This is an optimization exercise on Yosys and OpenROAD, whose aim is small area, a short achievable clock period and few clock cycles per item, not a production implementation. In this exercise RTL edits were held to simulation tests only and were not proved equivalent to the original.

## the previous run
==> flow/design.v <==
module alu_multi_cycle #(
    parameter OPERAND_BUS_WIDTH = 8,
    parameter OPERAND_MAX_DATA_WIDTH = 32,
    parameter RESULT_BUS_WIDTH = 16,
    parameter RESULT_MAX_DATA_WIDTH = 64
) (
    input   wire                            clk,
    input   wire                            rst,  
    input   wire                            operand_valid,
    input   wire [2:0]                      op,
    input   wire [OPERAND_BUS_WIDTH-1:0]    a,
    input   wire [OPERAND_BUS_WIDTH-1:0]    b,
    input   wire                            operand_last,
    output  reg                             ready,
    output  reg                             result_valid,
    output  reg  [RESULT_BUS_WIDTH-1:0]     result,
    output  reg                             result_last,
    output  reg                             result_rst
);
    reg [31:0] opa;       
    reg [31:0] opb;       
    reg        c32;       
    reg [2:0]  opc;       
    reg [1:0]  nb;        
    reg        s_recv;    
    reg        s_full;    
    reg        m_busy;    
    reg [2:0]  didx;      
    reg [1:0]  d_one, d_two, d_neg;    
    reg        d_top;     
    reg [63:0] o;         
    wire flush = !rst || (operand_valid && op == 3'b111);
    always @(*) result = o[15:0];
    wire is_mul  = (opc == 3'b100);
    wire o_free  = !m_busy && (!result_valid || result_last);
    wire xfer    = s_full && o_free;
    wire step    = m_busy || (xfer && is_mul);
    wire m_done  = (didx == 3'd0);
    wire accept  = operand_valid && ready;
    wire first   = !s_recv;
    wire lastb   = operand_last || !first && nb == 2'd3;
    wire o_hi0   = (o[63:32] == 32'd0);
    wire [2:0] cur_op = first ? op : opc;
    wire       cin    = !first && opa[{nb, 3'b000}];    
    wire [8:0] bsum   = {1'b0, a} + {1'b0, b} + {8'd0, cin};
    reg  [7:0] rbyte;
    reg        rcarry;
    always @(*) begin
        rcarry = 1'b0;
        case (cur_op)
            3'b001: {rcarry, rbyte} = bsum;
            3'b010: rbyte = a & b;
            3'b011: rbyte = a ^ b;
            3'b100: rbyte = a;
            default: rbyte = 8'd0;
        endcase
    end
    function automatic [6:0] benc(input [4:0] x);    
        integer m;
        reg b2, b1, b0;
        begin
            benc = 7'd0;
            for (m = 0; m < 2; m = m + 1) begin
                b2 = x[2*m+2]; b1 = x[2*m+1]; b0 = x[2*m];
                benc[m]   = b1 ^ b0;
                benc[2+m] = (b2 & !b1 & !b0) | (!b2 & b1 & b0);
                benc[4+m] = b2 & !(b1 & b0);
            end
            benc[6] = x[4];
        end
    endfunction
    wire [2:0] nd_idx = didx - 3'd1;
    wire [4:0] nd_x   = {opa[{nd_idx, 2'b00} +: 4], (nd_idx == 3'd0) ? 1'b0 : opa[{nd_idx, 2'b00} - 1]};
    wire [4:0] fd_x   = {a[7:4], a[3]};
    reg [41:0] row0, row1;
    always @(*) begin
        row0 = {8'd0, !d_neg[0], ((({33{d_one[0]}} & {1'b0, opb}) | ({33{d_two[0]}} & {opb, 1'b0})) ^ {33{d_neg[0]}})};
        row1 = {6'd0, !d_neg[1], ((({33{d_one[1]}} & {1'b0, opb}) | ({33{d_two[1]}} & {opb, 1'b0})) ^ {33{d_neg[1]}}), 2'b00};
    end
    wire [41:0] kon  = 42'h3ffffffffff - 42'h00a00000000 + 42'd1;   
    wire [39:0] accl = m_busy ? {o[35:0], 4'd0} : (d_top ? {4'd0, opb, 4'd0} : 40'd0);
    wire [41:0] arow = {2'd0, accl[39:4], 1'b0, d_neg[1], 1'b0, d_neg[0]};
    function automatic [83:0] csa(input [41:0] x, input [41:0] y, input [41:0] z);
        csa = {((x & y) | (x & z) | (y & z)) << 1, x ^ y ^ z};
    endfunction
    wire [83:0] l1   = csa(row0, row1, arow);
    wire [83:0] l2   = csa(l1[41:0], l1[83:42], kon);
    wire [41:0] lsum = l2[41:0] + l2[83:42];
    wire [23:0] acch = m_busy ? o[59:36] : 24'd0;
    wire [23:0] hinc = acch + 24'd1;
    wire [23:0] hdec = acch - 24'd1;
    wire [23:0] hsum = lsum[41] ? hdec : (lsum[40] ? hinc : acch);
    wire [63:0] macc = {hsum, lsum[39:0]};
    always @(posedge clk) begin
        if (step)
            o <= macc;
        else if (xfer)
            o <= {31'd0, c32, opa};
        else
            o <= {16'd0, o[63:16]};
    end
    always @(posedge clk) begin
        if (accept) begin
            if (first) begin
                opa <= {16'd0, 7'd0, rcarry, rbyte};
                opb <= {24'd0, b};
                c32 <= 1'b0;
            end else begin
                case (nb)
                    2'd1: begin opa[15:8]  <= rbyte; opa[23:16] <= {7'd0, rcarry}; opb[15:8]  <= b; end
                    2'd2: begin opa[23:16] <= rbyte; opa[31:24] <= {7'd0, rcarry}; opb[23:16] <= b; end
                    default: begin opa[31:24] <= rbyte; c32 <= rcarry; opb[31:24] <= b; end
                endcase
            end
        end
    end
    reg        s_recv_n, s_full_n, m_busy_n, rv_n, rl_n;
    reg [2:0]  didx_n, opc_n;
    reg [1:0]  nb_n;
    reg [6:0]  dsel_n;
    always @(*) begin
        s_recv_n = s_recv;
        s_full_n = s_full;
        m_busy_n = m_busy;
        didx_n   = didx;
        opc_n    = opc;
        nb_n     = nb;
        dsel_n   = {d_top, d_neg, d_two, d_one};
        if (result_valid && !result_last) begin
            rv_n = 1'b1;
            rl_n = o_hi0;
        end else begin
            rv_n = 1'b0;
            rl_n = 1'b0;
        end
        if (step) begin
            didx_n   = nd_idx;
            dsel_n   = benc(nd_x);
            m_busy_n = !m_done;
            if (m_done) begin
                s_full_n = 1'b0;
                rv_n     = 1'b1;
                rl_n     = 1'b0;
            end
        end else if (xfer) begin
            s_full_n = 1'b0;
            rv_n     = 1'b1;
            rl_n     = 1'b0;
        end
        if (accept) begin
            if (first) begin
                opc_n = op;
                nb_n  = 2'd1;
                if (op != 3'b000) begin
                    if (operand_last) s_full_n = 1'b1;
                    else              s_recv_n = 1'b1;
                end
            end else begin
                nb_n = nb + 2'd1;
                if (lastb) begin
                    s_recv_n = 1'b0;
                    s_full_n = 1'b1;
                end
            end
            if (lastb) begin
                didx_n = {nb, 1'b1} & {first ? 2'b00 : 2'b11, 1'b1};
                dsel_n = benc(fd_x);
            end
        end
        if (flush) begin
            s_recv_n = 1'b0;
            s_full_n = 1'b0;
            m_busy_n = 1'b0;
            rv_n     = 1'b0;
            rl_n     = 1'b0;
        end
    end
    wire o_free_n = !m_busy_n && (!rv_n || rl_n);
    wire ready_n  = !s_full_n || (o_free_n && opc_n != 3'b100) || (m_busy_n && didx_n == 3'd0);
    always @(posedge clk) begin
        s_recv       <= s_recv_n;
        s_full       <= s_full_n;
        m_busy       <= m_busy_n;
        didx         <= didx_n;
        opc          <= opc_n;
        nb           <= nb_n;
        {d_top, d_neg, d_two, d_one} <= dsel_n;
        result_valid <= rv_n;
        result_last  <= rl_n;
        ready        <= ready_n;
        result_rst   <= flush;
    end
endmodule
export LEC_CHECK = 0
export CAP_MARGIN = 20
export CORE_MARGIN = 2
export CORE_UTILIZATION = 40
export SLEW_MARGIN = 20
export SETUP_SLACK_MARGIN = 6.5
create_clock -name core_clock -period 10.0 [get_ports {clk}]
standard.sh (not shown) runs the stock make flow with config.mk's settings and CLKGATE_MAP_FILE= SYNTH_SCRIPT=/design/flow/synth_recipe.tcl, a recipe that flattens the netlist after the stock synthesis.
==> flow/flow/run.sh <==
#!/bin/bash
set -e
cp standard.sh standard_copy.txt
cp config.mk config_orig.txt
echo "export SETUP_SLACK_MARGIN = 6.5" >> config.mk
bash standard.sh > standard.log 2>&1
The previous run finished every stage and its layout cleared the timing, design-rule and antenna checks.
Testbench counts of the previous run, summed over its fixed seeds: cycles 31,033, items 8,000.
Inputs modified between the previous run and the current run:
==> flow/run.sh (new file) <==
#!/bin/bash
# synth_recipe.tcl (not shown) runs the flow's synth.tcl, then flattens the netlist and writes it again
# the make line also repeats each setting of config.mk as NAME=value (left out here)
make -C /OpenROAD-flow-scripts/flow DESIGN_CONFIG=/design/flow/config.mk WORK_HOME=/design/flow/orfs CLKGATE_MAP_FILE= SYNTH_SCRIPT=/design/flow/synth_recipe.tcl finish
--- a/flow/config.mk
+++ b/flow/config.mk
@@ -12 +11,0 @@
-export SETUP_SLACK_MARGIN = 6.5
removed: flow/flow/run.sh
removed: flow/standard.sh
Notes after the runs:
Compared with the previous run, the current run has less setup slack.
The current run: area growth from synthesis to layout is 22 points lower than what the previous run reported.
Comparing count of clock-buffer cells in the layout for the previous run and the current run, the bigger number came from the previous run.
The final cell count of the current run falls short of that of the previous run by 112.
Measured against each other, the previous run and the current run differ in slew at the pin closest to its max-slew limit, the lower figure coming from the previous run.

[re-timing with driven ports]
The flow's constraints put no driver on any port. The routed layouts listed below were extracted and timed again, unchanged, in two steps. Step 1 sets driving cells, clkbuf_16 on the clock port and buf_2 on the other inputs (assumed; they add their load-dependent delay and slew). Step 2 also shifts input and output timing later by t, the mid clock arrival at the registers, as if the neighbouring blocks saw the same clock. a / b / c = ideal / step 1 / step 2; a / b = the first two.
run	t (ns)	slack for setup (ns)	cell pins on the clock port's net
the previous run	0.474	5.524 / 5.524 / 5.524	1
the current run	0.488	4.106 / 4.106 / 4.106	1
After both steps every run listed still meets setup and hold.
